This design comes from an exercise in tuning for small area and a short achievable clock period on the open sky130 flow, not from production work.
At most, simulation tests tie the RTL to the original design; equivalence was not proved.
No functional check of the RTL was part of run 1.
Power and IR drop assume default switching activity.

$ cat flow/run.sh
#!/bin/bash
# Own layout flow: the standard ORFS flow with two changes:
#  - synthesis maps logic with an area-oriented ABC script (flow/abc.script)
#  - ports are buffered with a plain buffer cell instead of a delay buffer
set -euo pipefail
W=$PWD
rm -rf "$W/scripts_local"
cp -r "$FLOW_HOME/scripts" "$W/scripts_local"
cp "$W/flow/abc.script" "$W/scripts_local/abc_area.script"
cp "$W/flow/abc.script" "$W/scripts_local/abc_speed.script"
export BUFFER_PORTS_ARGS="-buffer_cell sky130_fd_sc_hd__buf_2"
bash "$W/standard.sh" SCRIPTS_DIR="$W/scripts_local" finish > "$W/make_finish.log" 2>&1
$ cat flow/abc.script
strash
dch -f
map -a
topo
$ cat standard.sh
#!/bin/bash
# synth_recipe.tcl (not shown) runs the flow's synth.tcl, then flattens the netlist and writes it again
# the make line also repeats each setting of config.mk as NAME=value (left out here)
make -C /OpenROAD-flow-scripts/flow DESIGN_CONFIG=/design/flow/config.mk WORK_HOME=/design/flow/orfs CLKGATE_MAP_FILE= SYNTH_SCRIPT=/design/flow/synth_recipe.tcl "${@:-finish}"
$ cat config.mk
export PLATFORM = sky130hd
export DESIGN_NAME = cpu
export DESIGN_NICKNAME = cpu
export VERILOG_FILES = /design/flow/design.v
export SDC_FILE = /design/flow/constraint.sdc
export NUM_CORES = 4
export LEC_CHECK = 0
export ABC_AREA = 1
export CAP_MARGIN = 20
export CORE_MARGIN = 2
export CORE_UTILIZATION = 40
export SLEW_MARGIN = 20
$ cat constraint.sdc
create_clock -name core_clock -period 11.0 [get_ports {clk}]
set_input_delay 2.2000 -clock core_clock [delete_from_list [all_inputs] [get_ports {clk}]]
set_output_delay 2.2000 -clock core_clock [all_outputs]
set_load 0.01 [all_outputs]
$ cat design.v
`timescale 1ns / 1ps
module alu_add(a, b, p, g, sum);
    input  logic [15:0] a, b;
    output logic [15:0] p, g, sum;
    logic [15:0] G1, P1, G2, P2, G3, P3, G4;
    assign p = a ^ b;
    assign g = a & b;
    always_comb begin
        for (int k = 0; k < 16; k++) begin
            if (k % 2 == 1) begin G1[k] = g[k] | (p[k] & g[k-1]); P1[k] = p[k] & p[k-1]; end
            else            begin G1[k] = g[k];                    P1[k] = p[k]; end
        end
        for (int k = 0; k < 16; k++) begin
            if (k % 4 >= 2) begin G2[k] = G1[k] | (P1[k] & G1[(k/4)*4+1]); P2[k] = P1[k] & P1[(k/4)*4+1]; end
            else            begin G2[k] = G1[k];                           P2[k] = P1[k]; end
        end
        for (int k = 0; k < 16; k++) begin
            if (k % 8 >= 4) begin G3[k] = G2[k] | (P2[k] & G2[(k/8)*8+3]); P3[k] = P2[k] & P2[(k/8)*8+3]; end
            else            begin G3[k] = G2[k];                           P3[k] = P2[k]; end
        end
        for (int k = 0; k < 16; k++) begin
            if (k >= 8) G4[k] = G3[k] | (P3[k] & G3[7]);
            else        G4[k] = G3[k];
        end
        sum[0] = p[0];
        for (int k = 1; k < 16; k++) sum[k] = p[k] ^ G4[k-1];
    end
endmodule
module alu_shift(x, fill, amt, y);
    input  logic [15:0] x;
    input  logic        fill;
    input  logic [3:0]  amt;
    output logic [15:0] y;
    assign y = 16'({{16{fill}}, x} >> amt);
endmodule
`timescale 1ns / 1ps
module dec3to8(a, y);
    input  logic [2:0] a;
    output logic [7:0] y;
    always_comb for (int k = 0; k < 8; k++) y[k] = (a == 3'(k));
endmodule
`timescale 1ns / 1ps
module pc_next(pc, take, off, nxt);
    input  logic [8:0] pc, off;
    input  logic       take;
    output logic [8:0] nxt;
    assign nxt = pc + (take ? off : 9'd1);
endmodule
`timescale 1ns / 1ps
module rf_wmux(sel, nsel, wd, q, d);
    input  logic        sel, nsel;
    input  logic [15:0] wd, q;
    output logic [15:0] d;
    assign d = ({16{sel}} & wd) | ({16{nsel}} & q);
endmodule
module rf_rdport(s, r0, r1, r2, r3, r4, r5, r6, r7, y);
    input  logic [7:0]  s;
    input  logic [15:0] r0, r1, r2, r3, r4, r5, r6, r7;
    output logic [15:0] y;
    assign y = ({16{s[0]}} & r0) | ({16{s[1]}} & r1) | ({16{s[2]}} & r2) | ({16{s[3]}} & r3) |
               ({16{s[4]}} & r4) | ({16{s[5]}} & r5) | ({16{s[6]}} & r6) | ({16{s[7]}} & r7);
endmodule
`timescale 1ns / 1ps
module cpu(clk, reset, pc_out, alu_out, instruction, DataMemOut, MemWrite, MemWriteData);
    input  logic        clk;
    input  logic        reset;
    output logic [8:0]  pc_out;
    output logic [15:0] alu_out;
    input  logic [15:0] instruction;
    input  logic [15:0] DataMemOut;
    output logic        MemWrite;
    output logic [15:0] MemWriteData;
    logic [15:0] i;
    assign i = instruction;
    logic op000, op010, op100, op110, op111;
    logic is_lw, is_sw, is_beqz, is_bnez, is_add, is_srai, is_and, is_or, is_xor;
    logic is_andi, is_addi, is_slli, is_nop;
    assign op000 = i[15:13] == 3'b000;
    assign op010 = i[15:13] == 3'b010;
    assign op100 = i[15:13] == 3'b100;
    assign op110 = i[15:13] == 3'b110;
    assign op111 = i[15:13] == 3'b111;
    assign is_lw   = op010;
    assign is_sw   = op110 & (i[1:0] == 2'b00);
    assign is_beqz = op110 & (i[1:0] == 2'b01);
    assign is_bnez = op111;
    assign is_add  = op100 & (i[11:10] == 2'b01) & (i[1:0] == 2'b10);
    assign is_srai = op100 & (i[11:10] == 2'b01) & (i[1:0] == 2'b01);
    assign is_and  = op100 & (i[11:10] == 2'b11) & (i[6:5] == 2'b11);
    assign is_or   = op100 & (i[11:10] == 2'b11) & (i[6:5] == 2'b10);
    assign is_xor  = op100 & (i[11:10] == 2'b11) & (i[6:5] == 2'b01);
    assign is_andi = op100 & (i[11:10] == 2'b10);
    assign is_addi = op000 & (i[1:0] == 2'b01);
    assign is_slli = op000 & (i[1:0] == 2'b10);
    assign is_nop  = ~(is_lw | is_sw | is_beqz | is_bnez | is_add | is_srai | is_and |
                       is_or | is_xor | is_andi | is_addi | is_slli);
    logic [15:0] R [0:7];
    logic [15:0] A, B;
    logic [7:0]  sa, sb;
    dec3to8 deca(.a(i[9:7]), .y(sa));
    dec3to8 decb(.a(i[4:2]), .y(sb));
    rf_rdport rpa(.s(sa), .r0(R[0]), .r1(R[1]), .r2(R[2]), .r3(R[3]),
                  .r4(R[4]), .r5(R[5]), .r6(R[6]), .r7(R[7]), .y(A));
    rf_rdport rpb(.s(sb), .r0(R[0]), .r1(R[1]), .r2(R[2]), .r3(R[3]),
                  .r4(R[4]), .r5(R[5]), .r6(R[6]), .r7(R[7]), .y(B));
    logic [15:0] imm, bop;
    always_comb begin
        if (is_lw | is_sw)
            imm = {{9{i[5]}}, i[5], i[12], i[11:10], i[6], 2'b00};
        else if (is_andi)
            imm = {10'b0, i[12], i[6:5], i[4:2]};
        else
            imm = {{10{i[12]}}, i[12], i[6:5], i[4:2]};
    end
    assign bop = (is_add | is_and | is_or | is_xor) ? B : imm;
    logic [15:0] p, g, sum;
    alu_add adder(.a(A), .b(bop), .p(p), .g(g), .sum(sum));
    logic [15:0] arev, sx, shr, shrrev;
    logic        big;
    always_comb for (int k = 0; k < 16; k++) arev[k] = A[15-k];
    assign sx  = is_slli ? arev : A;
    alu_shift shifter(.x(sx), .fill(is_srai & A[15]), .amt(i[5:2]), .y(shr));
    always_comb for (int k = 0; k < 16; k++) shrrev[k] = shr[15-k];
    assign big = i[12] | i[6];
    logic s_sum, s_g, s_p, s_shr, s_shl, s_nop, fbig;
    assign s_sum = is_lw | is_sw | is_add | is_addi;
    assign s_g   = is_and | is_andi | is_or;
    assign s_p   = is_xor | is_or;
    assign s_shr = is_srai & ~big;
    assign s_shl = is_slli & ~big;
    assign s_nop = is_nop;
    assign fbig  = is_srai & big & A[15];
    assign alu_out = ({16{s_sum}} & sum) | ({16{s_g}} & g) | ({16{s_p}} & p) |
                     ({16{s_shr}} & shr) | ({16{s_shl}} & shrrev) |
                     ({16{s_nop}} & {R[0][14:0], 1'b0}) | {16{fbig}};
    logic        we;
    logic [2:0]  wa;
    logic [7:0]  ws;
    logic [15:0] wd;
    assign we = is_lw | is_add | is_addi | is_and | is_andi | is_or | is_xor | is_srai | is_slli;
    assign wa = is_lw ? i[4:2] : i[9:7];
    dec3to8 decw(.a(wa), .y(ws));
    assign wd = is_lw ? DataMemOut : alu_out;
    logic [15:0] D [0:7];
    for (genvar k = 0; k < 8; k++) begin : g_wr
        rf_wmux wm(.sel(we & ws[k]), .nsel(~(we & ws[k])), .wd(wd), .q(R[k]), .d(D[k]));
    end
    always_ff @(posedge clk or posedge reset) begin
        if (reset) begin
            for (int k = 0; k < 8; k++) R[k] <= 16'b0;
        end else begin
            for (int k = 0; k < 8; k++) R[k] <= D[k];
        end
    end
    logic       take;
    logic [8:0] off, pcn;
    assign off  = {i[12], i[12], i[6:5], i[2], i[11:10], i[4:3]};
    assign take = (is_beqz & (A == 16'b0)) | (is_bnez & (A != 16'b0));
    pc_next pcu(.pc(pc_out), .take(take), .off(off), .nxt(pcn));
    always_ff @(posedge clk or posedge reset) begin
        if (reset)
            pc_out <= 9'b0;
        else
            pc_out <= pcn;
    end
    assign MemWrite     = is_sw;
    assign MemWriteData = B;
endmodule
==> summary.txt, run 1 <==
STA
  – Final worst clock skew: 0.0126 ns
  – Worst slew margin: 28.0%
  – Actual slew at the worst max-slew pin: 1.07 ns
  – Fmax: approximately 100 MHz
  – Final hold vios: 0
  – Slew Viols, Final: 0
  – Post-Route Setup TNS: 0 ns
  – Fin crit period: just under 10 ns
  – RSZ-0062 raised after global routing: no
  – # setup viols final: 0
  – Tcrit/Tclk final: 88.3%

Die
  – # rows: 54
  – Full die area: 23700 µm²
  – CORE AREA: between 20000 and 25000 µm²
  – Initial Utilization: between 40% and 50%
  – I/O pins: 76
  – Die width: ~150 µm
  – Die extent in y: ~150 µm

Synth
  – Syn. warnings: 6
  – Synthesis-stage register bit count: 137
  – Synthesized area: about 9000 µm²
  – Synthesized Nets: roughly 1300
  – Seq/Total Area, Yosys: 38.2%
  – Post-synth EDFFs: 0
  – Asr flop ratio synth: between 90% and 100%
  – Synth Flop Type: dfrtp_1
  – Cells after Synth: 1202
  – Distinct cells, synth: 35
  – Mapped Avg Cell Area: ~7.5 µm²

GRT
  – Met2 GRT Util: about half
  – Grt peak-use layer: met2
  – Initial antenna violation count: 0
  – Pin count of the biggest net entering global routing: just over 70
  – Grt total ovfl: 0
  – Met3 GRT Util: between 7 and 8%
  – Met1 usage: 43.5%
  – All-Layer GR Usage: between 30 and 40%
  – Vias in the first global route: between 9000 and 10000
  – First-pass GRT wire length: roughly 57000 µm

Clocking
  – Worst-Skew Late Latency: approximately 0.44 ns
  – # clock sinks: 137
  – H-tree Lvls: 4
  – Longest Clk Path Bufs: 2
  – Postcts setup bufs: 0
  – Reg clk slew, reported paths: 0.06 ns
  – TritonCTS buffer count: 17
  – Cts hold-fix bufs: 0
  – CTS tree: built
  – Post-CTS sizing: 0
  – Root Driver: clkbuf_16

Worst setup path
  – Worst setup path endpoint: alu_out[10]
  – Arrival @ worst endpoint: around 7.5 ns
  – Setup crit end kind: primary output
  – R2R setup slack: about 6 ns
  – R2R depth: 24
  – CP required: roughly 8.8 ns
  – CP startpoint: instruction[3]
  – Crit start category: primary input
  – Crit Path Category: in2out
  – Crit-path max FO: 18

Place
  – Detailed Place HPWL: 26900 µm
  – Number of I/O port buffers: 75
  – GP Congestion: between 1 and 1.5

Power and ir drop
  – Cell-internal power: about 1300 µW
  – Sequential share of power: 36.8%
  – Final Power: roughly 2200 µW
  – Clk pwr share: 25.8%
  – Max VDD drop: around 0.10 mV
  – P_sw: approximately 950 µW
  – Switch share: ~43%
  – PD cells: about 210 nW/µm²
  – Combinational fraction of design power: a little under two fifths
  – Leak: 0.00451 µW

Min path
  – Hold WC Path Type: reg2reg

Routing
  – Initial DRC count: 1103
  – WL final: ~37000 µm
  – DR vias/cell: ~6.1
  – First-pass iteration count of the detailed router: 6
  – Via count: between 9000 and 10000
  – WL per Instance: between 20 and 25 µm
  – ANT nets after route: 0
  – DRC: 0

Finish
  – Diode count: 0
  – Share of cells above drive strength 1: around 12%
  – # nets final: about 1400
  – Synthesis-to-layout area growth: 18.2%

Run status
  – Outcome: no timing/DRC/antenna violations

Job
  – Max-Cap Viols: 0
## per-stage QoR
step           hold WS [ns]  util (%)  setup WS (ns)  cell area (µm²)  std cells
3_3_place_gp          0.475      45.6           1.54            10000       1593
6_report              0.494      48.3           1.29            10600       1626
2_1_floorplan         0.461         -           2.44             8980       1202
3_5_place_dp          0.483      45.7           1.54            10000       1594
4_1_cts               0.498      48.3           1.49            10600       1626
5_1_grt               0.517      48.3          0.903            10600       1626
## power by group through the flow
stage | Combinational [µW] | Clock (µW) | Sequential, µW
final | 827 | 570 | 812
after global routing | 922 | 595 | 833
after CTS | 818 | 575 | 810
after detailed placement | 815 | 0 | 816
after global placement | 815 | 0 | 814
after floorplan | 523 | 0 | 781
## synth_stat cells, types with 19 or more instances
cell type | count | share of area [%]
dfrtp_1 | 137 | 38
nand3_1 | 23 | 1.3
nand2_1 | 279 | 12
a221oi_1 | 24 | 2.3
a22oi_1 | 58 | 4.8
ha_1 | 24 | 3.3
nor2_1 | 90 | 3.8
mux2i_1 | 22 | 2.5
o22ai_1 | 19 | 1.3
o21ai_0 | 206 | 11
a21oi_1 | 50 | 2.8
clkinv_1 | 153 | 6.4
## layer usage
layer | wire length, µm | share of wire (%)
met1 | 15700 | 42
met2 | 16100 | 43
met3 | 3630 | 9.7
met4 | 1980 | 5.3
met5 | 0 | 0
## area by class of cell
class | count | area, µm²
Clock buffer | 18 | 439
Clock inverter | 14 | 131
Fill cell | 2219 | 11300
Inverter | 153 | 579
Multi-Input combinational cell | 912 | 5030
Sequential cell | 137 | 3430
Tap cell | 280 | 350
Timing Repair Buffer | 112 | 657
## kinds of logic (layout without fill, tap and decap cells)
logic type / Yosys count / in the layout / synth area share (%)
AOI/OAI and AO/OA: 402 / 402 / 26.9
xor gates and xnor gates: 11 / 11 / 1.07
adders and majority gates: 29 / 29 / 4.46
buffers and inverters: 153 / 297 / 6.39
DFF: 137 / 137 / 38.2
muxes: 22 / 22 / 2.45
and+or+nand+nor: 448 / 448 / 20.5
## layout by cell type, fill, tap and decap left out, drive strengths merged, types with 2 or more instances in the layout
master    count
mux2i        22
nand2       279
xor2          7
fa            5
o22ai        19
nor3         16
nand3b        9
clkinvlp      3
nor4         11
dfrtp       137
a22o          2
nand4        18
a221oi       24
buf         112
o221ai        7
o21ai       206
clkinv      155
a211oi        6
o2111ai       8
ha           24
o211ai        8
xnor2         4
o21bai        3
a21oi        50
nand3        23
o22a          2
inv           9
clkbuf       18
a22oi        58
nor2         90
a31oi         3
## how the worst min path moves through the flow
stage,startpoint,end,slack (ns),cells past startpoint
after floorplan,register,register,0.46,2
after global placement,register,register,0.48,2
after detailed placement,register,register,0.48,2
after CTS,register,register,0.50,2
after global routing,register,register,0.52,2
final,register,register,0.49,2
## worst max-delay path: stages
cell      delay [ns]
buf_2           0.28
nor2_1          0.15
nand2_1         0.34
clkinv_1        0.59
a22oi_1         0.31
nand4_1         0.25
a32o_1          0.29
ha_1            0.21
clkinv_1        0.07
fa_1            0.25
o21bai_1        0.10
a21oi_1         0.14
clkinv_1        0.16
a31oi_1         0.27
nor2_1          0.09
nor2_1          0.12
clkinv_1        0.09
nand2_1         0.07
clkinv_1        0.07
nor2_1          0.25
o21a_1          0.20
a21oi_1         0.07
a221oi_1        0.64
nand2_1         0.11
buf_2           0.16
==> run 2: changes to the inputs <==
--- a/design.v
+++ b/design.v
@@ -27,10 +27,17 @@
     end
 endmodule
-module alu_shift(x, fill, amt, y);
+module alu_shift(x, fill, l, h, y);
     input  logic [15:0] x;
     input  logic        fill;
-    input  logic [3:0]  amt;
+    input  logic [3:0]  l, h;
     output logic [15:0] y;
-    assign y = 16'({{16{fill}}, x} >> amt);
+    logic [31:0] xe, te;
+    logic [15:0] t;
+    assign xe = {{16{fill}}, x};
+    always_comb for (int k = 0; k < 16; k++)
+        t[k] = (l[0] & xe[k]) | (l[1] & xe[k+1]) | (l[2] & xe[k+2]) | (l[3] & xe[k+3]);
+    assign te = {{16{fill}}, t};
+    always_comb for (int k = 0; k < 16; k++)
+        y[k] = (h[0] & te[k]) | (h[1] & te[k+4]) | (h[2] & te[k+8]) | (h[3] & te[k+12]);
 endmodule
 `timescale 1ns / 1ps
@@ -39,4 +46,9 @@
     output logic [7:0] y;
     always_comb for (int k = 0; k < 8; k++) y[k] = (a == 3'(k));
+endmodule
+module dec2to4(a, y);
+    input  logic [1:0] a;
+    output logic [3:0] y;
+    always_comb for (int k = 0; k < 4; k++) y[k] = (a == 2'(k));
 endmodule
 `timescale 1ns / 1ps
@@ -120,5 +132,8 @@
     always_comb for (int k = 0; k < 16; k++) arev[k] = A[15-k];
     assign sx  = is_slli ? arev : A;
-    alu_shift shifter(.x(sx), .fill(is_srai & A[15]), .amt(i[5:2]), .y(shr));
+    logic [3:0] shl4, shh4;
+    dec2to4 dsl(.a(i[3:2]), .y(shl4));
+    dec2to4 dsh(.a(i[5:4]), .y(shh4));
+    alu_shift shifter(.x(sx), .fill(is_srai & A[15]), .l(shl4), .h(shh4), .y(shr));
     always_comb for (int k = 0; k < 16; k++) shrrev[k] = shr[15-k];
     assign big = i[12] | i[6];
==> flow/run.sh (replaced) <==
#!/bin/bash
# Own layout flow: the standard ORFS flow with these changes:
#  - synthesis maps logic with flow/abc.script, and does not pull out full/half adders
#  - ports are buffered with a plain buffer cell instead of a delay buffer
set -euo pipefail
W=$PWD
rm -rf "$W/scripts_local"
cp -r "$FLOW_HOME/scripts" "$W/scripts_local"
cp "$W/flow/abc.script" "$W/scripts_local/abc_area.script"
cp "$W/flow/abc.script" "$W/scripts_local/abc_speed.script"
export BUFFER_PORTS_ARGS="-buffer_cell sky130_fd_sc_hd__buf_2"
bash "$W/standard.sh" SCRIPTS_DIR="$W/scripts_local" ADDER_MAP_FILE= ${LFLOW_TARGET:-finish} > "$W/make_finish.log" 2>&1
==> flow/abc.script (replaced) <==
strash
&get -n
&nf
&put
topo
--- a/config.mk
+++ b/config.mk
@@ -10,3 +10,6 @@
 export CORE_MARGIN = 2
 export CORE_UTILIZATION = 40
+export SETUP_SLACK_MARGIN = 3
 export SLEW_MARGIN = 20
+export SYNTH_HIERARCHICAL = 1
+export SYNTH_MINIMUM_KEEP_SIZE = 0
==> run 2 against run 1 <==
Net effect: critical path depth fell by 7; maximum frequency rose by 19%; wire length fell by 3.8%; sequential power rose by 2%; critical path type unchanged; critical endpoint is now alu_out[6].
==> summary.txt, run 2 <==
Run status
  – Outcome: no timing/DRC/antenna violations

Worst setup path
  – Crit path buf inv count: 4
  – RR Startpoint: R[0][3]
  – Slowest stage cell, crit path: a311oi_4
  – Setup crit end kind: primary output
  – R2R setup slack: 6.39 ns
  – CP dominant cell by count: a222oi_1
  – Slowest stage delay, CP: about 0.47 ns
  – Critical-path cell list: buf_12 > nor3b_4 > clkbuf_4 > a222oi_1 > nand4_1 > a221o_1 > nand2_1 > o21ai_2 > a31o_1 > a311oi_4 > buf_6 > nor2_4 > nor2_2 > xnor2_1 > a222oi_1 > nand3_1 > a211o_1 > buf_2
  – Top delay family on crit path: compound AO/OA/AOI/OAI gates
  – Arrival @ worst endpoint: a little under 6 ns
  – R2R Path End: R[7][6]
  – Crit start category: primary input
  – Crit-path max FO: 15
  – Crit Path Category: in2out
  – R2R depth: 17
  – CP required: roughly 8.8 ns

Finish
  – Biggest register: R
  – Synthesis-to-layout area growth: 24.3%
  – Max FFs per register: 128
  – Diode count: 0
  – Commonest non-fill, non-tap cell in the layout: nand2_1
  – # nets final: between 1000 and 1500
  – Post-route insts no fill: between 1000 and 1500
  – Largest regs: R (128), pc_out (9)
  – Final Util: approximately half
  – Post-route cell area: about 11000 µm²
  – Share of cells above drive strength 1: a little over a fifth
  – Most frequent cells in the layout: nand2_1 (180), dfrtp_1 (137), a22o_1 (128), buf_2 (70), a222oi_1 (62)

Die
  – Full die area: ~24000 µm²
  – # rows: between 50 and 60
  – I/O pins: between 70 and 80
  – CORE AREA: between 20000 and 25000 µm²
  – Initial Utilization: ~40%
  – Die extent in y: roughly 150 µm
  – Die width: 154 µm

Place
  – Post-DP Area: ~9900 µm²
  – Placed Cells: roughly 1300
  – GP Congestion: about 0.94
  – Number of I/O port buffers: 75
  – Detailed Place HPWL: approximately 24000 µm

Synth
  – Cells after Synth: between 900 and 1000
  – Asr flop ratio synth: between 90% and 100%
  – Compound-gate portion of the synthesized area: between 30% and 40%
  – Synthesized area: around 9000 µm²
  – Top-count cell post-synth: nand2_1
  – Mux share of post-synthesis cell area: 4.55%
  – Mapped Avg Cell Area: between 9 and 10 µm²
  – Largest family of logic cells by synthesized area: compound AO/OA/AOI/OAI gates
  – Post-synth EDFFs: 0
  – Syn. warnings: 14
  – Post-Synth XOR/XNOR Area: under 10%
  – Synth area leaders: dfrtp_1 (38%), a22o_1 (12%), nand2_1 (7.5%)
  – Post-Synth Simple-Gate Area: 19.2%
  – Top post-synthesis cells by count: nand2_1 (181), dfrtp_1 (137), a22o_1 (128)
  – Distinct cells, synth: 45
  – Synthesis-stage register bit count: 137
  – Synthesized Nets: roughly 970
  – Yosys top cell area share: 37.9%
  – Post-Synth Adder-Cell Area: less than 1%
  – Area leader, netlist: dfrtp_1
  – Seq/Total Area, Yosys: 37.9%
  – Synth Flop Type: dfrtp_1

STA
  – Slew Viols, Final: 0
  – Final hold vios: 0
  – Fmax: approximately 120 MHz
  – RSZ-0062 raised after global routing: yes
  – Post-Route Setup TNS: 0 ns
  – Final hold slack: between 0.5 and 0.6 ns
  – Tcrit/Tclk final: 74.3%
  – # setup viols final: 0
  – Worst slew margin: a little over a quarter
  – Fin crit period: 8.17 ns
  – Final worst clock skew: between 0.015 and 0.02 ns
  – Actual slew at the worst max-slew pin: 1.10 ns

Min path
  – Worst hold start: R[4][6]
  – WHS Endpoint: R[4][6]
  – Hold WC Path Type: reg2reg
  – Worst hold stages: 1

Routing
  – First-pass iteration count of the detailed router: 12
  – WL final: about 36000 µm
  – Initial DRC count: 1604
  – Via count: ~9600
  – DR vias/cell: ~6.9
  – ANT nets after route: 0
  – WL per Instance: about 26 µm
  – DRC: 0

Power and ir drop
  – Leak: about 0.0053 µW
  – Max VDD drop: slightly above 0.1 mV
  – PD cells: 208 nW/µm²

Clocking
  – Reg clk slew, reported paths: 0.06 ns
  – TritonCTS buffer count: 17
  – Longest Clk Path Bufs: 2
  – Root Driver: clkbuf_16
  – H-tree Lvls: 4
  – # clock sinks: 137
  – Cts hold-fix bufs: 0
  – CTS tree: built
  – Worst-Skew Late Latency: about 0.43 ns

GRT
  – Vias in the first global route: 8942
  – Grt total ovfl: 0
  – Pin count of the biggest net entering global routing: 73
  – First-pass GRT wire length: around 55000 µm
  – Initial antenna violation count: 0
  – All-Layer GR Usage: between 20% and 30%

Job
  – Max-Cap Viols: 0
[run 2: kinds of logic (layout without fill, tap and decap cells)]
logic type      after synthesis  in the layout
flops                       137            137
compound gates              343            346
buf+inv                      17            185
fa+ha+maj                     5              5
mux                          37             37
simple gates                354            354
xor+xnor                     40             40
[run 2: repair_timing]
action	CTS	global route
cloned	5	2
buffers inserted	29	16
endpoints found under the hold margin	0	0
gates resized for setup	73	61
setup endpoints to repair	15	16
pin swaps	43	74
[run 2: worst reg2reg max path: stages (launching register included)]
cell and delay (ns):
dfrtp_1 0.44, a222oi_1 0.37, nand4_1 0.20, a221o_1 0.35, nand2_1 0.07, o21ai_0 0.11, xor2_1 0.20, and2_4 0.20
a311oi_4 0.43, buf_6 0.19, nor2_4 0.03, nor2_2 0.12, xnor2_1 0.08, a222oi_1 0.39, nand3_1 0.19, a211o_1 0.30
mux2_1 0.50, a22o_1 0.31
[run 2: where the power goes]
part           switching, µW  internal (µW)  leakage (µW)  total (µW)
Combinational            554            428       0.00321         983
Clock                    233            294      0.000255         527
Sequential               161            668       0.00182         830
Total                    949           1390       0.00528        2340
[run 2: metrics by stage]
stage | power [µW] | setup WS [ns]
floorplan | 1370 | 2.96
global placement | 1660 | 2.04
detailed placement | 1670 | 1.89
CTS | 2270 | 3.00
global route | 2460 | 2.76
finish | 2340 | 2.83
[run 2: worst max path at each step]
| stage | from | end | slack (ns) | cells past startpoint |
|---|---|---|---|---|
| 5_1_grt | instruction[3] | alu_out[11] | 2.76 | 17 |
| 6_report | instruction[3] | alu_out[6] | 2.83 | 18 |
| 3_5_place_dp | instruction[13] | alu_out[14] | 1.89 | 16 |
| 3_3_place_gp | instruction[13] | alu_out[14] | 2.04 | 16 |
| 2_1_floorplan | instruction[9] | alu_out[14] | 2.96 | 13 |
| 4_1_cts | instruction[2] | alu_out[14] | 3.00 | 18 |
[run 2: per-module statistics from Yosys (local to each module, per instance), a selection]
module     flops+latches  cells inside  area [µm²]
rf_wmux                0            16         140
dec2to4                0             4        22.5
rf_rdport              0            96         601
alu_shift              0            78         608
cpu                  137           344        4850
dec3to8                0             8        60.1
[run 2: cell type report]
| type | instances | area, µm² |
|---|---|---|
| clock inverter | 13 | 97.6 |
| tap | 285 | 357 |
| sequential | 137 | 3430 |
| multi-input combinational | 782 | 5900 |
| clock buffer | 18 | 439 |
| fill | 2053 | 11200 |
| timing repair buffer | 138 | 945 |
| inverter | 16 | 65.1 |
[run 2: metal layers]
layer	track usage, %	vias up	part of all wire, %
met5	0	-	0
met4	11.6	0	4.7
met3	5.07	138	8.4
met2	49.2	573	47
met1	39.4	4706	40
li1	-	4175	-
==> run 3: changes to the inputs <==
--- a/design.v
+++ b/design.v
@@ -1,13 +1,16 @@
 `timescale 1ns / 1ps
-module alu_add(a, b, p, g, sum);
+module alu_add(a, b, arith, selp, selg, y);
     input  logic [15:0] a, b;
-    output logic [15:0] p, g, sum;
-    logic [15:0] G1, P1, G2, P2, G3, P3, G4;
-    assign p = a ^ b;
-    assign g = a & b;
+    input  logic        arith, selp, selg;
+    output logic [15:0] y;
+    logic [15:0] p, g, ga, x, G1, P1, G2, P2, G3, P3, G4;
+    assign p  = a ^ b;
+    assign g  = a & b;
+    assign ga = g & {16{arith}};
+    assign x  = (p & {16{selp}}) | (g & {16{selg}});
     always_comb begin
         for (int k = 0; k < 16; k++) begin
-            if (k % 2 == 1) begin G1[k] = g[k] | (p[k] & g[k-1]); P1[k] = p[k] & p[k-1]; end
-            else            begin G1[k] = g[k];                    P1[k] = p[k]; end
+            if (k % 2 == 1) begin G1[k] = ga[k] | (p[k] & ga[k-1]); P1[k] = p[k] & p[k-1]; end
+            else            begin G1[k] = ga[k];                     P1[k] = p[k]; end
         end
         for (int k = 0; k < 16; k++) begin
@@ -23,12 +26,13 @@
             else        G4[k] = G3[k];
         end
-        sum[0] = p[0];
-        for (int k = 1; k < 16; k++) sum[k] = p[k] ^ G4[k-1];
+        y[0] = x[0];
+        for (int k = 1; k < 16; k++) y[k] = x[k] ^ G4[k-1];
     end
 endmodule
-module alu_shift(x, fill, l, h, y);
+module alu_shift(x, fill, l, h, hbig, y);
     input  logic [15:0] x;
     input  logic        fill;
     input  logic [3:0]  l, h;
+    input  logic        hbig;
     output logic [15:0] y;
     logic [31:0] xe, te;
@@ -39,5 +43,14 @@
     assign te = {{16{fill}}, t};
     always_comb for (int k = 0; k < 16; k++)
-        y[k] = (h[0] & te[k]) | (h[1] & te[k+4]) | (h[2] & te[k+8]) | (h[3] & te[k+12]);
+        y[k] = (h[0] & te[k]) | (h[1] & te[k+4]) | (h[2] & te[k+8]) | (h[3] & te[k+12]) | (hbig & fill);
+endmodule
+module alu_result(alin, salu, shr, srai, slli, r0, nop, y);
+    input  logic [15:0] alin, shr, r0;
+    input  logic        salu, srai, slli, nop;
+    output logic [15:0] y;
+    logic [15:0] shrrev;
+    always_comb for (int k = 0; k < 16; k++) shrrev[k] = shr[15-k];
+    assign y = ({16{salu}} & alin) | ({16{srai}} & shr) | ({16{slli}} & shrrev) |
+               ({16{nop}} & {r0[14:0], 1'b0});
 endmodule
 `timescale 1ns / 1ps
@@ -116,37 +129,30 @@
     rf_rdport rpb(.s(sb), .r0(R[0]), .r1(R[1]), .r2(R[2]), .r3(R[3]),
                   .r4(R[4]), .r5(R[5]), .r6(R[6]), .r7(R[7]), .y(B));
+    logic        regb, arith, selp, selg, ext;
     logic [15:0] imm, bop;
-    always_comb begin
-        if (is_lw | is_sw)
-            imm = {{9{i[5]}}, i[5], i[12], i[11:10], i[6], 2'b00};
-        else if (is_andi)
-            imm = {10'b0, i[12], i[6:5], i[4:2]};
-        else
-            imm = {{10{i[12]}}, i[12], i[6:5], i[4:2]};
-    end
-    assign bop = (is_add | is_and | is_or | is_xor) ? B : imm;
-    logic [15:0] p, g, sum;
-    alu_add adder(.a(A), .b(bop), .p(p), .g(g), .sum(sum));
-    logic [15:0] arev, sx, shr, shrrev;
-    logic        big;
+    assign regb  = i[15] & ~i[14] & i[10];         
+    assign arith = ~(i[15] & ~i[14] & i[11]);      
+    assign selp  = arith | (i[10] & (i[6] ^ i[5]));
+    assign selg  = ~arith & (~i[10] | i[6]);
+    assign ext   = i[12] & ~i[15];                 
+    assign imm   = i[14] ? {{9{i[5]}}, i[5], i[12], i[11:10], i[6], 2'b00}
+                         : {{10{ext}}, i[12], i[6:5], i[4:2]};
+    assign bop   = regb ? B : imm;
+    logic [15:0] alin;
+    alu_add adder(.a(A), .b(bop), .arith(arith), .selp(selp), .selg(selg), .y(alin));
+    logic [15:0] arev, sx, shr;
+    logic [3:0]  shl4, shh4;
+    logic        big, fill;
     always_comb for (int k = 0; k < 16; k++) arev[k] = A[15-k];
-    assign sx  = is_slli ? arev : A;
-    logic [3:0] shl4, shh4;
+    assign sx   = i[15] ? A : arev;                 
+    assign big  = i[12] | i[6];
+    assign fill = i[15] & A[15];
     dec2to4 dsl(.a(i[3:2]), .y(shl4));
     dec2to4 dsh(.a(i[5:4]), .y(shh4));
-    alu_shift shifter(.x(sx), .fill(is_srai & A[15]), .l(shl4), .h(shh4), .y(shr));
-    always_comb for (int k = 0; k < 16; k++) shrrev[k] = shr[15-k];
-    assign big = i[12] | i[6];
-    logic s_sum, s_g, s_p, s_shr, s_shl, s_nop, fbig;
-    assign s_sum = is_lw | is_sw | is_add | is_addi;
-    assign s_g   = is_and | is_andi | is_or;
-    assign s_p   = is_xor | is_or;
-    assign s_shr = is_srai & ~big;
-    assign s_shl = is_slli & ~big;
-    assign s_nop = is_nop;
-    assign fbig  = is_srai & big & A[15];
-    assign alu_out = ({16{s_sum}} & sum) | ({16{s_g}} & g) | ({16{s_p}} & p) |
-                     ({16{s_shr}} & shr) | ({16{s_shl}} & shrrev) |
-                     ({16{s_nop}} & {R[0][14:0], 1'b0}) | {16{fbig}};
+    alu_shift shifter(.x(sx), .fill(fill), .l(shl4), .h(shh4 & {4{~big}}), .hbig(big), .y(shr));
+    logic s_alu;
+    assign s_alu = is_lw | is_sw | is_add | is_addi | is_and | is_andi | is_or | is_xor;
+    alu_result resmux(.alin(alin), .salu(s_alu), .shr(shr), .srai(is_srai), .slli(is_slli),
+                      .r0(R[0]), .nop(is_nop), .y(alu_out));
     logic        we;
     logic [2:0]  wa;
==> flow/abc.script (replaced) <==
strash
&get -n
&st
&dch
&nf
&put
topo
==> run 3 against run 2 <==
Net effect: power decreased by 5.7%; area after synthesis decreased by 2.8%; utilization rose by 1.1 points; still clean; die area shrank 2.7%; maximum frequency grew 2.4%; highest routed layer unchanged; global-route usage hardly changed; via count rose by 1.2%; critical path type unchanged; synthesized cell count shrank 3.1%.
==> summary.txt, run 3 <==
Power and ir drop
  – Switch share: between 30% and 40%
  – PD cells: between 150 and 200 nW/µm²
  – Cell-internal power: 1350 µW
  – Max VDD drop: 0.130 mV
  – Sequential share of power: between 30% and 40%
  – Clk pwr share: a little over a quarter
  – Final Power: between 2000 and 2500 µW
  – Leak: around 0.0050 µW
  – Combinational fraction of design power: 37.5%
  – P_sw: approximately 860 µW

Synth
  – Post-synth EDFFs: 0
  – Synthesized Nets: between 900 and 1000
  – Cells after Synth: 904
  – Asr flop ratio synth: 100%
  – Mapped Avg Cell Area: roughly 10 µm²
  – Synthesized area: 8790 µm²
  – Syn. warnings: 15
  – Top-count cell post-synth: a22oi_1
  – Distinct cells, synth: 41
  – Synth area leaders: dfrtp_1 (39%), a22o_1 (13%), a22oi_1 (12%)
  – Top post-synthesis cells by count: a22oi_1 (143), dfrtp_1 (137), a22o_1 (130)
  – Synthesis-stage register bit count: around 140
  – Yosys top cell area share: just under 40%
  – Area leader, netlist: dfrtp_1
  – Seq/Total Area, Yosys: a little under 40%
  – Synth Flop Type: dfrtp_1

Finish
  – Diode count: 0
  – Synthesis-to-layout area growth: 26.2%
  – Post-route insts no fill: about 1400
  – # nets final: 1105
  – Share of cells above drive strength 1: between 20% and 30%
  – Most frequent cells in the layout: dfrtp_1 (137), a22oi_1 (132), a22o_1 (130), nand2_1 (108), buf_2 (68)
  – Area of the multi-input gates: ~5700 µm²
  – FF+latch area: 3430 µm²
  – Commonest non-fill, non-tap cell in the layout: dfrtp_1
  – Biggest register: R
  – Max FFs per register: 128
  – Largest regs: R (128), pc_out (9)
  – Fillers: between 2000 and 2500

STA
  – RSZ-0062 raised after global routing: yes
  – Fmax: between 100 and 150 MHz
  – Worst slew margin: 24.0%
  – Actual slew at the worst max-slew pin: 1.14 ns
  – Final worst clock skew: ~0.0087 ns
  – Fin crit period: between 7 and 8 ns
  – Final hold vios: 0
  – # setup viols final: 0
  – Post-Route Setup TNS: 0 ns
  – Slew Viols, Final: 0
  – Tcrit/Tclk final: 72.5%

Die
  – CORE AREA: 21700 µm²
  – I/O pins: 76
  – Die extent in y: around 150 µm
  – # rows: 54
  – Initial Utilization: around two fifths
  – Full die area: around 23000 µm²
  – Die width: 152 µm

Place
  – Placed Cells: about 1300
  – Number of I/O port buffers: 75
  – Detailed Place HPWL: between 20000 and 25000 µm
  – GP Congestion: between 0.9 and 1

Routing
  – First-pass iteration count of the detailed router: 10
  – Via count: 9711
  – ANT nets after route: 0
  – DR vias/cell: between 7 and 8
  – Initial DRC count: approximately 1400
  – DRC: 0
  – WL final: roughly 38000 µm
  – WL per Instance: 27.8 µm

Clocking
  – TritonCTS buffer count: 17
  – Reg clk slew, reported paths: approximately 0.060 ns
  – Longest Clk Path Bufs: 2
  – Cts hold-fix bufs: 0
  – CTS tree: built
  – # clock sinks: approximately 140
  – Worst-Skew Late Latency: around 0.43 ns
  – Root Driver: clkbuf_16
  – H-tree Lvls: 4

Worst setup path
  – Crit start category: primary input
  – Crit Path Category: in2out
  – RR Startpoint: R[6][2]
  – CP startpoint: instruction[7]
  – Setup crit end kind: primary output
  – Crit-path max FO: 16
  – Arrival @ worst endpoint: 5.78 ns
  – CP required: 8.80 ns

Min path
  – Worst hold start: R[4][15]
  – Hold WC Path Type: reg2reg

GRT
  – Pin count of the biggest net entering global routing: between 70 and 80
  – All-Layer GR Usage: between 20 and 30%
  – First-pass GRT wire length: about 53000 µm
  – Initial antenna violation count: 0
  – Grt total ovfl: 0
  – Vias in the first global route: 8788

Job
  – Max-Cap Viols: 0

Run status
  – Outcome: no timing/DRC/antenna violations
==> run 3: worst paths after layout <==
check / to / slack [ns] / depth (start not counted)
setup / recovery: alu_out[3] / 3.02 / 14
hold / removal: R[4][15] / 0.52 / 1
setup reg to reg: R[3][3] / 6.80 / 12
hold reg to reg: R[4][15] / 0.52 / 1
max in group asynchronous: pc_out[1] / 7.80 / 3
min in group asynchronous: R[0][7] / 1.87 / 2
==> run 3: area by class of cell <==
| type | instances | share of cell area, % |
|---|---|---|
| clock buffers | 20 | 3.94 |
| clock inverters | 11 | 1.34 |
| inverters | 9 | 0.350 |
| multi-input cells | 763 | 51.4 |
| flip-flops and latches | 137 | 30.9 |
| well taps | 280 | 3.16 |
| repair buffers | 143 | 8.94 |
==> run 3: worst max-delay path, cell delays in order <==
cell      delay (ns)
buf_6           0.13
and3_4          0.19
buf_8           0.16
a22oi_2         0.16
nand4_1         0.29
buf_4           0.26
mux2_2          0.29
a222oi_1        0.28
nand2_1         0.18
a222oi_1        0.33
nand3_1         0.22
a222oi_1        0.68
nand2_1         0.19
buf_2           0.19
==> run 3: cells by family after synthesis <==
group	count (synthesis)	synth area share, %
xor gates and xnor gates	31	3.09
and+or+nand+nor	291	16.8
muxes	39	4.94
buffers and inverters	9	0.384
AOI/OAI and AO/OA	396	35.7
adders and majority gates	1	0.114
DFF	137	39.0
==> run 3: per-layer routing <==
metal	vias to the layer above	global-route usage (%)	part of all wire, %
li1	4114	-	-
met1	4666	38.8	38
met2	745	45.0	43
met3	186	8.65	12
met4	0	16.0	6.3
met5	-	0	0
==> run 3: power by group through the flow <==
stage               registers (µW)  logic [µW]  clock network (µW)
floorplan                      761         481                   0
global placement               790         716                   0
detailed placement             789         722                   0
CTS                            783         748                 590
global route                   812         883                 609
finish                         793         827                 587
==> run 3: per-stage QoR <==
step / utilization [%] / setup slack, ns / hold slack [ns] / area, µm²
5_1_grt: 51.2 / 2.97 / 0.541 / 11100
3_3_place_gp: 45.2 / 2.50 / 0.504 / 9810
4_1_cts: 48.5 / 3.00 / 0.525 / 10500
2_1_floorplan: - / 3.31 / 0.487 / 8790
6_report: 51.2 / 3.02 / 0.523 / 11100
3_5_place_dp: 45.2 / 2.43 / 0.506 / 9810
==> run 3: per-module statistics from Yosys, one instance, submodules excluded <==
module	cells inside	copies in the design	area, µm²	flops+latches
alu_add	122	1	742	0
rf_rdport	80	2	581	0
alu_result	47	1	277	0
dec3to8	8	3	60.1	0
pc_next	57	1	345	0
rf_wmux	16	8	140	0
alu_shift	95	1	518	0
dec2to4	4	2	22.5	0
cpu	263	1	4400	137
==> run 3: timing repair <==
item                                    CTS  global route
cloned                                    0             8
buffers inserted                         11            28
endpoints found under the setup margin   14            11
gates resized for setup                  16            85
pin swaps                                13            48
==> run 4: changes to the inputs <==
--- a/design.v
+++ b/design.v
@@ -30,27 +30,34 @@
     end
 endmodule
-module alu_shift(x, fill, l, h, hbig, y);
+module alu_shift(x, fill, l, h, hbig, r, lf, dir, y);
     input  logic [15:0] x;
     input  logic        fill;
     input  logic [3:0]  l, h;
-    input  logic        hbig;
+    input  logic        hbig, r, lf, dir;
     output logic [15:0] y;
-    logic [31:0] xe, te;
+    logic [3:0]  sr, sl;
     logic [15:0] t;
-    assign xe = {{16{fill}}, x};
-    always_comb for (int k = 0; k < 16; k++)
-        t[k] = (l[0] & xe[k]) | (l[1] & xe[k+1]) | (l[2] & xe[k+2]) | (l[3] & xe[k+3]);
-    assign te = {{16{fill}}, t};
-    always_comb for (int k = 0; k < 16; k++)
-        y[k] = (h[0] & te[k]) | (h[1] & te[k+4]) | (h[2] & te[k+8]) | (h[3] & te[k+12]) | (hbig & fill);
+    assign sr = l & {4{r}};
+    assign sl = l & {4{lf}};
+    always_comb for (int k = 0; k < 16; k++) begin
+        t[k] = (sr[0] | sl[0]) & x[k];
+        for (int j = 1; j < 4; j++) begin
+            t[k] = t[k] | (sr[j] & ((k + j <= 15) ? x[(k + j) % 16] : fill));
+            if (k - j >= 0) t[k] = t[k] | (sl[j] & x[(k - j + 16) % 16]);
+        end
+    end
+    always_comb for (int k = 0; k < 16; k++) begin
+        y[k] = (h[0] & t[k]) | (hbig & fill);
+        for (int j = 1; j < 4; j++) begin
+            y[k] = y[k] | (h[j] & dir & ((k + 4*j <= 15) ? t[(k + 4*j) % 16] : fill));
+            if (k - 4*j >= 0) y[k] = y[k] | (h[j] & ~dir & t[(k - 4*j + 16) % 16]);
+        end
+    end
 endmodule
-module alu_result(alin, salu, shr, srai, slli, r0, nop, y);
-    input  logic [15:0] alin, shr, r0;
-    input  logic        salu, srai, slli, nop;
+module alu_result(alin, salu, shout, r0, nop, y);
+    input  logic [15:0] alin, shout, r0;
+    input  logic        salu, nop;
     output logic [15:0] y;
-    logic [15:0] shrrev;
-    always_comb for (int k = 0; k < 16; k++) shrrev[k] = shr[15-k];
-    assign y = ({16{salu}} & alin) | ({16{srai}} & shr) | ({16{slli}} & shrrev) |
-               ({16{nop}} & {r0[14:0], 1'b0});
+    assign y = ({16{salu}} & alin) | shout | ({16{nop}} & {r0[14:0], 1'b0});
 endmodule
 `timescale 1ns / 1ps
@@ -141,18 +148,17 @@
     logic [15:0] alin;
     alu_add adder(.a(A), .b(bop), .arith(arith), .selp(selp), .selg(selg), .y(alin));
-    logic [15:0] arev, sx, shr;
+    logic [15:0] shout;
     logic [3:0]  shl4, shh4;
     logic        big, fill;
-    always_comb for (int k = 0; k < 16; k++) arev[k] = A[15-k];
-    assign sx   = i[15] ? A : arev;                 
     assign big  = i[12] | i[6];
-    assign fill = i[15] & A[15];
+    assign fill = is_srai & A[15];
     dec2to4 dsl(.a(i[3:2]), .y(shl4));
     dec2to4 dsh(.a(i[5:4]), .y(shh4));
-    alu_shift shifter(.x(sx), .fill(fill), .l(shl4), .h(shh4 & {4{~big}}), .hbig(big), .y(shr));
+    alu_shift shifter(.x(A), .fill(fill), .l(shl4), .h(shh4 & {4{~big}}), .hbig(big),
+                      .r(is_srai), .lf(is_slli), .dir(i[15]), .y(shout));
     logic s_alu;
     assign s_alu = is_lw | is_sw | is_add | is_addi | is_and | is_andi | is_or | is_xor;
-    alu_result resmux(.alin(alin), .salu(s_alu), .shr(shr), .srai(is_srai), .slli(is_slli),
-                      .r0(R[0]), .nop(is_nop), .y(alu_out));
+    alu_result resmux(.alin(alin), .salu(s_alu), .shout(shout), .r0(R[0]), .nop(is_nop),
+                      .y(alu_out));
     logic        we;
     logic [2:0]  wa;
==> flow/abc.script (replaced) <==
strash
&get -n
&st
&dch
&nf
&put
topo
stime -c
upsize -c
dnsize -c
--- a/config.mk
+++ b/config.mk
@@ -7,8 +7,10 @@
 export LEC_CHECK = 0
 export ABC_AREA = 1
+export ABC_CLOCK_PERIOD_IN_PS = 700
 export CAP_MARGIN = 20
 export CORE_MARGIN = 2
 export CORE_UTILIZATION = 40
-export SETUP_SLACK_MARGIN = 3
+export CTS_BUF_LIST = sky130_fd_sc_hd__clkbuf_8
+export SETUP_SLACK_MARGIN = 3.5
 export SLEW_MARGIN = 20
 export SYNTH_HIERARCHICAL = 1
==> run 4 against run 3 <==
Net effect: still clean on timing, DRC and antenna; utilization is 1.7 points lower; count of clock-buffer cells in the layout is 2 lower; non-clock buffer count is 1 higher; first-iteration DRC count is 29% higher; register-to-register slack better by 0.31 ns; area after synthesis is 1.6% higher; die area is 1.5% higher; worst hold slack better by 0.0066 ns; sequential power is 0.6% lower; via count is 0.82% higher; maximum frequency is 7.3% higher; critical path type unchanged; critical endpoint is now alu_out[15].
==> summary.txt, run 4 <==
Power and ir drop
  – Combinational fraction of design power: approximately two fifths
  – Leak: between 0.004 and 0.005 µW
  – Cell-internal power: approximately 1200 µW
  – Switch share: approximately two fifths
  – Max VDD drop: between 0.07 and 0.08 mV
  – P_sw: ~800 µW
  – PD cells: 181 nW/µm²
  – Final Power: between 1500 and 2000 µW
  – Sequential share of power: 40.1%
  – Clk pwr share: a little over a fifth

STA
  – Final worst clock skew: 0.0171 ns
  – Worst slew margin: between 30% and 40%
  – Actual slew at the worst max-slew pin: a little under 1 ns
  – Fmax: 135 MHz
  – Slew Viols, Final: 0
  – Fin crit period: 7.43 ns
  – Tcrit/Tclk final: 67.6%
  – RSZ-0062 raised after global routing: no
  – Post-Route Setup TNS: 0 ns
  – # setup viols final: 0
  – Final hold vios: 0
  – Final hold slack: 0.530 ns

Routing
  – WL final: ~38000 µm
  – DR vias/cell: 7.27
  – Initial DRC count: 1764
  – ANT nets after route: 0
  – WL per Instance: ~28 µm
  – DRC: 0
  – Via count: 9791
  – First-pass iteration count of the detailed router: 8

Synth
  – Asr flop ratio synth: between 90% and 100%
  – Area leader, netlist: dfrtp_1
  – Post-synth EDFFs: 0
  – Top post-synthesis cells by count: a22oi_1 (163), dfrtp_1 (137), a22o_1 (130)
  – Synthesized Nets: 924
  – Seq/Total Area, Yosys: 38.4%
  – Synth area leaders: dfrtp_1 (38%), a22oi_1 (14%), a22o_1 (13%)
  – Top-count cell post-synth: a22oi_1
  – Yosys top cell area share: between 30% and 40%
  – Distinct cells, synth: 57
  – Synthesis-stage register bit count: roughly 140
  – Synthesized area: between 8000 and 9000 µm²
  – Cells after Synth: between 800 and 900
  – Synth Flop Type: dfrtp_1
  – Mapped Avg Cell Area: approximately 10 µm²
  – Syn. warnings: 14

Die
  – # rows: 54
  – Die extent in y: around 150 µm
  – Full die area: ~24000 µm²
  – CORE AREA: around 22000 µm²
  – Initial Utilization: about 40%
  – Die width: roughly 150 µm
  – I/O pins: between 70 and 80

GRT
  – Grt total ovfl: 0
  – Vias in the first global route: about 9100
  – First-pass GRT wire length: approximately 56000 µm
  – Initial antenna violation count: 2
  – All-Layer GR Usage: slightly above 30%
  – Pin count of the biggest net entering global routing: 78

Worst setup path
  – RR Startpoint: R[0][8]
  – Setup crit end kind: primary output
  – Slowest stage delay, CP: approximately 0.42 ns
  – R2R depth: 13
  – R2R setup slack: just over 7 ns
  – Arrival @ worst endpoint: approximately 5.2 ns
  – Slowest stage cell, crit path: a221o_1
  – R2R Path End: pc_out[7]
  – CP required: 8.80 ns
  – Crit-path max FO: 16
  – Critical-path cell list: buf_6 > and3b_4 > a22oi_1 > nand4_1 > nand2_1 > o21ai_0 > and2_4 > maj3_2 > o2bb2ai_1 > o2bb2ai_4 > a221oi_2 > xnor2_1 > a221o_1 > buf_2
  – Crit start category: primary input
  – Crit Path Category: in2out

Clocking
  – Longest Clk Path Bufs: 2
  – # clock sinks: approximately 140
  – Worst-Skew Late Latency: 0.47 ns
  – Reg clk slew, reported paths: ~0.080 ns
  – Cts hold-fix bufs: 0
  – TritonCTS buffer count: 17
  – Root Driver: clkbuf_8
  – CTS tree: built
  – H-tree Lvls: 4

Finish
  – Max FFs per register: about 130
  – Largest regs: R (128), pc_out (9)
  – Biggest register: R
  – # nets final: 1088
  – Synthesis-to-layout area growth: 21.2%
  – Share of cells above drive strength 1: a little over a fifth
  – Most frequent cells in the layout: a22oi_1 (163), dfrtp_1 (137), a22o_1 (130), buf_2 (73), buf_4 (62)
  – Commonest non-fill, non-tap cell in the layout: a22oi_1

Place
  – Detailed Place HPWL: ~24000 µm
  – GP Congestion: around 0.91
  – Number of I/O port buffers: 75

Min path
  – Hold WC Path Type: reg2reg
  – Worst hold start: R[5][11]
  – WHS Endpoint: R[5][11]
  – Worst hold stages: 1

Job
  – Max-Cap Viols: 0

Run status
  – Outcome: no timing/DRC/antenna violations
==> run 4: routing by layer <==
layer	GRT usage (%)	share of wire, %
met5	0	0
met4	12.6	3.9
met3	9.72	12
met2	45.4	44
met1	42.8	40
==> run 4: worst max path at each step <==
stage | startpoint | to | slack, ns
final | instruction[3] | alu_out[15] | 3.57
after global routing | instruction[2] | alu_out[13] | 3.51
after CTS | instruction[3] | alu_out[15] | 3.52
after detailed placement | instruction[4] | alu_out[13] | 3.03
after global placement | instruction[3] | alu_out[13] | 3.05
after floorplan | instruction[4] | alu_out[13] | 3.55
==> run 4: what timing repair did <==
| action | in CTS | in global routing |
|---|---|---|
| setup endpoints to repair | 15 | 15 |
| buffers inserted | 21 | 16 |
| resized for setup | 22 | 33 |
| gates cloned | 0 | 2 |
| pin swaps | 14 | 15 |
==> run 4: worst max-delay path: cells and delay by family <==
kind / cells / cell delay (ns)
AO/OA/AOI/OAI: 6 / 1.41
AND/OR/NAND/NOR: 4 / 0.83
buffers and inverters: 2 / 0.35
adder cells (fa/ha/maj): 1 / 0.31
XOR/XNOR: 1 / 0.11
==> run 4: Yosys stat by module (local to each module, per instance), a selection <==
| module | cells | copies in the design | cell area (µm²) |
|---|---|---|---|
| dec3to8 | 8 | 3 | 60.1 |
| alu_shift | 127 | 1 | 882 |
| dec2to4 | 4 | 2 | 22.5 |
| pc_next | 58 | 1 | 382 |
| cpu | 247 | 1 | 4210 |
| rf_rdport | 80 | 2 | 581 |
==> run 4: stage by stage <==
stage / instance area (µm²) / cells / worst slack (ns) / utilization [%]
3_5_place_dp: 9930 / 1275 / 3.03 / 45.3
4_1_cts: 10500 / 1326 / 3.52 / 48.0
2_1_floorplan: 8940 / 890 / 3.55 / -
5_1_grt: 10800 / 1345 / 3.51 / 49.4
6_report: 10800 / 1346 / 3.57 / 49.5
3_3_place_gp: 9930 / 1275 / 3.05 / 45.3
==> run 4: power groups by stage <==
stage / Combinational (µW) / Clock (µW) / Sequential, µW
finish: 760 / 417 / 788
global route: 812 / 441 / 808
CTS: 710 / 419 / 782
detailed placement: 669 / 0 / 788
global placement: 662 / 0 / 791
floorplan: 452 / 0 / 756
==> run 4: area by class of cell <==
type,instances,area (µm²)
diodes,1,2.50
clock buffers,18,248
clock inverters,12,128
fillers,2047,11100
inverters,7,31.3
multi-input cells,747,5690
flip-flops and latches,137,3430
well taps,280,350
repair buffers,144,953
==> run 4: cell families (layout without fill, tap and decap cells) <==
logic type	after synthesis	count (layout)	synth area share, %
mux	22	22	2.73
xor+xnor	30	30	2.94
simple gates	247	248	15.6
fa+ha+maj	1	1	0.126
flops	137	137	38.4
compound gates	446	446	39.9
other cells	0	1	0
buf+inv	7	181	0.294
==> run 5: changes to the inputs <==
--- a/flow/run.sh
+++ b/flow/run.sh
@@ -10,3 +10,4 @@
 cp "$W/flow/abc.script" "$W/scripts_local/abc_speed.script"
 export BUFFER_PORTS_ARGS="-buffer_cell sky130_fd_sc_hd__buf_2"
+export CTS_ARGS="-sink_clustering_enable -repair_clock_nets -buf_list sky130_fd_sc_hd__clkbuf_8 -dont_use_dummy_load"
 bash "$W/standard.sh" SCRIPTS_DIR="$W/scripts_local" ADDER_MAP_FILE= ${LFLOW_TARGET:-finish} > "$W/make_finish.log" 2>&1
==> run 5 against run 4 <==
Net effect: combinational power down 0.7%; power fell by 5.2%; global-route usage hardly changed; sequential share of layout area grew 0.48 points; final cell count fell by 0.97%; flip-flop and latch count is the same; via count is 0.28% higher; area after synthesis unchanged; clock skew grew 0.012 ns; worst hold slack got worse by 0.0055 ns; first-iteration DRC count increased by 3.2%; largest power group unchanged; highest routed layer unchanged.
==> summary.txt, run 5 <==
Finish
  – Biggest register: R
  – Share of cells above drive strength 1: between 20% and 30%
  – Fillers: slightly above 2000
  – Post-route insts no fill: about 1300
  – Commonest non-fill, non-tap cell in the layout: a22oi_1
  – Largest regs: R (128), pc_out (9)
  – # nets final: about 1100
  – Most frequent cells in the layout: a22oi_1 (163), dfrtp_1 (137), a22o_1 (130), buf_2 (73), buf_4 (61)
  – Post-route cell area: 10700 µm²
  – Max FFs per register: about 130
  – Synthesis-to-layout area growth: 19.4%

Synth
  – Post-Synth XOR/XNOR Area: slightly below 3%
  – Area leader, netlist: dfrtp_1
  – Post-synth EDFFs: 0
  – Synth area leaders: dfrtp_1 (38%), a22oi_1 (14%), a22o_1 (13%)
  – Syn. warnings: 14
  – Top-count cell post-synth: a22oi_1
  – Distinct cells, synth: 57
  – Top post-synthesis cells by count: a22oi_1 (163), dfrtp_1 (137), a22o_1 (130)
  – Compound-gate portion of the synthesized area: 39.9%
  – Largest family of logic cells by synthesized area: compound AO/OA/AOI/OAI gates
  – Mux share of post-synthesis cell area: 2.73%
  – Cells after Synth: just under 900
  – Synthesis-stage register bit count: about 140
  – Post-Synth Adder-Cell Area: less than 1%
  – Asr flop ratio synth: between 90% and 100%
  – Yosys top cell area share: between 30% and 40%
  – Synth Flop Type: dfrtp_1
  – Synthesized area: roughly 9000 µm²
  – Mapped Avg Cell Area: about 10 µm²
  – Seq/Total Area, Yosys: a little under two fifths
  – Synthesized Nets: 924
  – Post-Synth Simple-Gate Area: between 15 and 20%

Routing
  – Via count: 9818
  – WL final: approximately 38000 µm
  – DRC: 0
  – Initial DRC count: approximately 1800
  – WL per Instance: approximately 29 µm
  – ANT nets after route: 0
  – DR vias/cell: about 7.4
  – First-pass iteration count of the detailed router: 14

Place
  – Post-DP Area: between 9000 and 10000 µm²
  – Number of I/O port buffers: 75
  – GP Congestion: a little over 0.9
  – Placed Cells: around 1300
  – Detailed Place HPWL: 23900 µm

Worst setup path
  – Arrival @ worst endpoint: 5.25 ns
  – Crit start category: primary input
  – R2R setup slack: slightly above 7 ns
  – Crit-path max FO: 18
  – R2R depth: 13
  – Slowest stage delay, CP: between 0.4 and 0.5 ns
  – CP required: about 8.8 ns
  – RR Startpoint: R[0][8]
  – Crit Path Category: in2out
  – CP dominant cell by count: buf_2
  – R2R Path End: pc_out[7]
  – Critical-path cell list: buf_8 > nor3b_4 > buf_2 > a22oi_1 > nand4_1 > a21o_1 > and2_0 > nor2_1 > o2bb2ai_1 > o2bb2ai_4 > buf_4 > xnor2_1 > a221o_1 > buf_2
  – Slowest stage cell, crit path: a221o_1
  – Setup crit end kind: primary output

STA
  – Fin crit period: 7.45 ns
  – Tcrit/Tclk final: 67.7%
  – # setup viols final: 0
  – Worst slew margin: 31.3%
  – Final hold vios: 0
  – RSZ-0062 raised after global routing: no
  – Post-Route Setup TNS: 0 ns
  – Final worst clock skew: around 0.03 ns
  – Fmax: between 100 and 150 MHz
  – Actual slew at the worst max-slew pin: 1.02 ns
  – Slew Viols, Final: 0
  – Final hold slack: 0.525 ns

Clocking
  – # clock sinks: roughly 140
  – H-tree Lvls: 4
  – Reg clk slew, reported paths: approximately 0.06 ns
  – Root Driver: clkbuf_8
  – Longest Clk Path Bufs: 2
  – Worst-Skew Late Latency: between 0.4 and 0.5 ns
  – TritonCTS buffer count: 17
  – CTS tree: built

GRT
  – First-pass GRT wire length: 56300 µm
  – All-Layer GR Usage: 31.1%
  – Grt total ovfl: 0
  – Initial antenna violation count: 1
  – Vias in the first global route: between 9000 and 10000
  – Pin count of the biggest net entering global routing: 78

Min path
  – WHS Endpoint: R[7][13]
  – Worst hold stages: 1
  – Worst hold start: R[7][13]
  – Hold WC Path Type: reg2reg

Run status
  – Outcome: no timing/DRC/antenna violations

Die
  – Die width: between 150 and 200 µm
  – Full die area: 23500 µm²
  – CORE AREA: ~22000 µm²
  – Die extent in y: roughly 150 µm
  – Initial Utilization: 40.8%
  – I/O pins: 76
  – # rows: 54

Power and ir drop
  – Final Power: 1860 µW
  – Max VDD drop: between 0.07 and 0.08 mV
  – Leak: 0.00468 µW
  – PD cells: 175 nW/µm²

Job
  – Max-Cap Viols: 0
## run 5: final cells by class
| cell class | count | area (µm²) | share of cell area (%) |
|---|---|---|---|
| Multi-Input combinational cell | 747 | 5670 | 53.2 |
| Sequential cell | 137 | 3430 | 32.1 |
| Timing Repair Buffer | 143 | 946 | 8.87 |
| Tap cell | 280 | 350 | 3.28 |
| Clock buffer | 17 | 234 | 2.19 |
| Inverter | 7 | 31.3 | 0.293 |
| Antenna cell | 2 | 5.00 | 0.0469 |
## run 5: routing by layer
metal / global-route usage, % / up-vias / part of all wire (%)
met5: 0 / - / 0
met4: 11.8 / 0 / 4.4
met3: 10.0 / 155 / 13
met2: 45.5 / 782 / 43
met1: 43.0 / 4772 / 39
li1: - / 4109 / -
## run 5: how the worst max path moves through the flow
stage                               from     endpoint  slack, ns  cells past startpoint
after floorplan           instruction[4]  alu_out[13]       3.55                     12
after global placement    instruction[3]  alu_out[13]       3.05                     13
after detailed placement  instruction[4]  alu_out[13]       3.03                     13
after CTS                 instruction[3]  alu_out[15]       3.52                     14
after global routing      instruction[9]   alu_out[5]       3.51                     12
final                     instruction[2]   alu_out[8]       3.55                     14
## run 5: metrics by stage
| step | util, % | worst slack [ns] |
|---|---|---|
| floorplan | - | 3.55 |
| global placement | 45.3 | 3.05 |
| detailed placement | 45.3 | 3.03 |
| CTS | 47.4 | 3.52 |
| global route | 48.7 | 3.51 |
| finish | 48.7 | 3.55 |
## run 5: worst max-delay path, delay by kind of cell
family          cells  cell delay (ns)
xor+xnor            1             0.07
buf+inv             4             0.86
simple gates        4             0.90
compound gates      5             1.20
## run 5: logic make-up (layout without fill, tap and decap cells)
logic type | after synthesis | in the layout
compound gates | 446 | 446
xor+xnor | 30 | 30
fa+ha+maj | 1 | 1
buf+inv | 7 | 167
flops | 137 | 137
mux | 22 | 22
other cells | 0 | 2
simple gates | 247 | 248
## run 5: what timing repair did
| item | in CTS | in global routing |
|---|---|---|
| endpoints found under the setup margin | 15 | 15 |
| hold buffers | 0 | 0 |
| pin swaps | 13 | 15 |
| gates cloned | 0 | 2 |
| resized for setup | 25 | 28 |
| setup buffers | 19 | 17 |
## run 5: Yosys stat by module (local to each module, per instance), a selection
module / cells inside / flip-flops and latches
alu_add: 122 / 0
pc_next: 58 / 0
alu_shift: 127 / 0
rf_rdport: 80 / 0
alu_result: 16 / 0
dec2to4: 4 / 0
dec3to8: 8 / 0
cpu: 247 / 137
## run 5: power breakdown
part	total [µW]	internal [µW]	switching (µW)
Clock	319	136	183
Combinational	755	314	440
Sequential	789	649	140
Total	1860	1100	764
==> run 6: changes to the inputs <==
--- a/flow/run.sh
+++ b/flow/run.sh
@@ -9,5 +9,5 @@
 cp "$W/flow/abc.script" "$W/scripts_local/abc_area.script"
 cp "$W/flow/abc.script" "$W/scripts_local/abc_speed.script"
-export BUFFER_PORTS_ARGS="-buffer_cell sky130_fd_sc_hd__buf_2"
+export BUFFER_PORTS_ARGS="-buffer_cell sky130_fd_sc_hd__buf_1"
 export CTS_ARGS="-sink_clustering_enable -repair_clock_nets -buf_list sky130_fd_sc_hd__clkbuf_8 -dont_use_dummy_load"
 bash "$W/standard.sh" SCRIPTS_DIR="$W/scripts_local" ADDER_MAP_FILE= ${LFLOW_TARGET:-finish} > "$W/make_finish.log" 2>&1
==> run 6 against run 5 <==
Net effect: register-to-register slack better by 0.04 ns; global-route usage up 0.38 points; utilization down 0.21 points; via count down 0.90%; synthesized cell count unchanged; wire length up 0.31%; critical path depth unchanged; critical endpoint is now alu_out[15]; largest cell class unchanged; largest power group unchanged.
==> summary.txt, run 6 <==
Synth
  – Distinct cells, synth: 57
  – Post-synth EDFFs: 0
  – Seq/Total Area, Yosys: approximately two fifths
  – Yosys top cell area share: about two fifths
  – Synthesized Nets: approximately 920
  – Cells after Synth: 890
  – Synthesized area: 8930 µm²
  – Mapped Avg Cell Area: about 10 µm²

Die
  – # rows: 54
  – Initial Utilization: roughly 41%
  – I/O pins: 76
  – CORE AREA: 21900 µm²

Clocking
  – Cts hold-fix bufs: 0
  – Longest Clk Path Bufs: 2
  – Reg clk slew, reported paths: around 0.08 ns
  – # clock sinks: about 140
  – Worst-Skew Late Latency: around 0.47 ns
  – H-tree Lvls: 4

GRT
  – All-Layer GR Usage: a little under a third
  – Initial antenna violation count: 0
  – Pin count of the biggest net entering global routing: slightly above 70
  – First-pass GRT wire length: 57000 µm
  – Vias in the first global route: just over 9000

STA
  – Final hold vios: 0
  – # setup viols final: 0
  – RSZ-0062 raised after global routing: no
  – Fmax: roughly 140 MHz
  – Actual slew at the worst max-slew pin: ~0.94 ns
  – Slew Viols, Final: 0
  – Tcrit/Tclk final: around 67%
  – Final worst slack: 3.59 ns

Finish
  – Largest regs: R (128), pc_out (9)
  – Max FFs per register: ~130
  – Diode count: 0
  – Post-route cell area: ~11000 µm²
  – Biggest register: R
  – Fillers: 2102

Routing
  – ANT nets after route: 0
  – WL per Instance: 28.7 µm
  – DRC: 0
  – Initial DRC count: ~1800
  – Via count: 9730
  – DR vias/cell: about 7.3

Worst setup path
  – Critical-path cell list: buf_6 > and3b_4 > buf_12 > a22oi_1 > nand4_1 > a21o_1 > and2_0 > nor2_1 > nand2_1 > nor4_4 > a221oi_4 > xnor2_1 > a221o_1 > buf_1
  – Crit-path max FO: 19
  – Arrival @ worst endpoint: around 5.2 ns

Place
  – GP Congestion: ~0.9

Run status
  – Outcome: no timing/DRC/antenna violations

Power and ir drop
  – Max VDD drop: between 0.07 and 0.08 mV
==> run 6: cell counts after synthesis <==
No cell type changed its count.
==> run 6: critical path: cells and delay by family <==
kind            cells  cell delay [ns]
simple gates        6             1.42
compound gates      4             0.92
buf+inv             3             0.49
xor+xnor            1             0.15
==> run 6: routing by layer <==
metal / vias to the layer above / wire length (µm) / part of all wire [%] / GRT usage, %
li1: 4131 / - / - / -
met1: 4761 / 15700 / 41 / 43.4
met2: 697 / 16500 / 43 / 46.0
met3: 138 / 4470 / 12 / 9.55
met4: 3 / 1650 / 4.3 / 12.6
met5: - / 83 / 0.22 / 2.69
==> run 6: repair_timing <==
| item | in CTS | in global routing |
|---|---|---|
| pin swaps | 18 | 8 |
| gates cloned | 0 | 3 |
| gates resized for setup | 25 | 34 |
| endpoints found under the hold margin | 0 | 0 |
| setup buffers | 36 | 8 |
| endpoints found under the setup margin | 16 | 16 |
==> run 6: power by group <==
part | total, µW | switching, µW | internal [µW]
clock network | 319 | 182 | 136
logic | 745 | 440 | 305
registers | 790 | 141 | 649
==> run 6: layout make-up <==
type	instances	area, µm²	area share (%)
well taps	280	350	3.30
inverters	7	31.3	0.294
multi-input cells	748	5680	53.5
clock buffers	17	234	2.20
flip-flops and latches	137	3430	32.3
repair buffers	150	895	8.42
==> run 6: Yosys stat by module, one instance, submodules excluded <==
module / cells / times used / area [µm²]
alu_shift: 127 / 1 / 882
dec3to8: 8 / 3 / 60.1
cpu: 247 / 1 / 4210
rf_rdport: 80 / 2 / 581
alu_add: 122 / 1 / 787
pc_next: 58 / 1 / 382
rf_wmux: 16 / 8 / 140
dec2to4: 4 / 2 / 22.5
alu_result: 16 / 1 / 158
==> run 6: path summary, 6_finish.rpt <==
check | start | end | slack [ns] | cells after the start
worst min register to register | pc_out[0] | pc_out[0] | 0.51 | 1
worst max register to register | R[0][8] | pc_out[7] | 7.16 | 13
min in group asynchronous | reset | R[6][5] | 1.84 | 2
worst max-delay path | instruction[2] | alu_out[15] | 3.59 | 14
max in group asynchronous | reset | R[0][12] | 7.78 | 3
worst min-delay path | pc_out[0] | pc_out[0] | 0.51 | 1
==> run 6: logic make-up (layout without fill, tap and decap cells) <==
kind of cell / after synthesis / count (layout) / share of synthesized area [%]
AO/OA/AOI/OAI: 446 / 446 / 39.9
XOR/XNOR: 30 / 30 / 2.94
adder cells (fa/ha/maj): 1 / 1 / 0.126
buffers and inverters: 7 / 174 / 0.294
flip-flops: 137 / 137 / 38.4
multiplexers: 22 / 22 / 2.73
AND/OR/NAND/NOR: 247 / 249 / 15.6
==> run 6: per-stage QoR <==
step / total power (µW) / hold WS (ns) / std cells / utilization, %
after global routing: 1940 / 0.532 / 1339 / 48.5
final: 1850 / 0.513 / 1339 / 48.5
after CTS: 1810 / 0.518 / 1328 / 47.5
after global placement: 1440 / 0.500 / 1275 / 44.9
after detailed placement: 1450 / 0.494 / 1275 / 44.9
after floorplan: 1210 / 0.487 / 890 / -

Check on run 6: ideal ports give 3.594 ns setup slack; a clkbuf_16 on the clock port and buf_2 on the inputs give 3.550 ns; moving port delays by the midpoint clock arrival (0.489 ns) as well gives 3.550 ns.
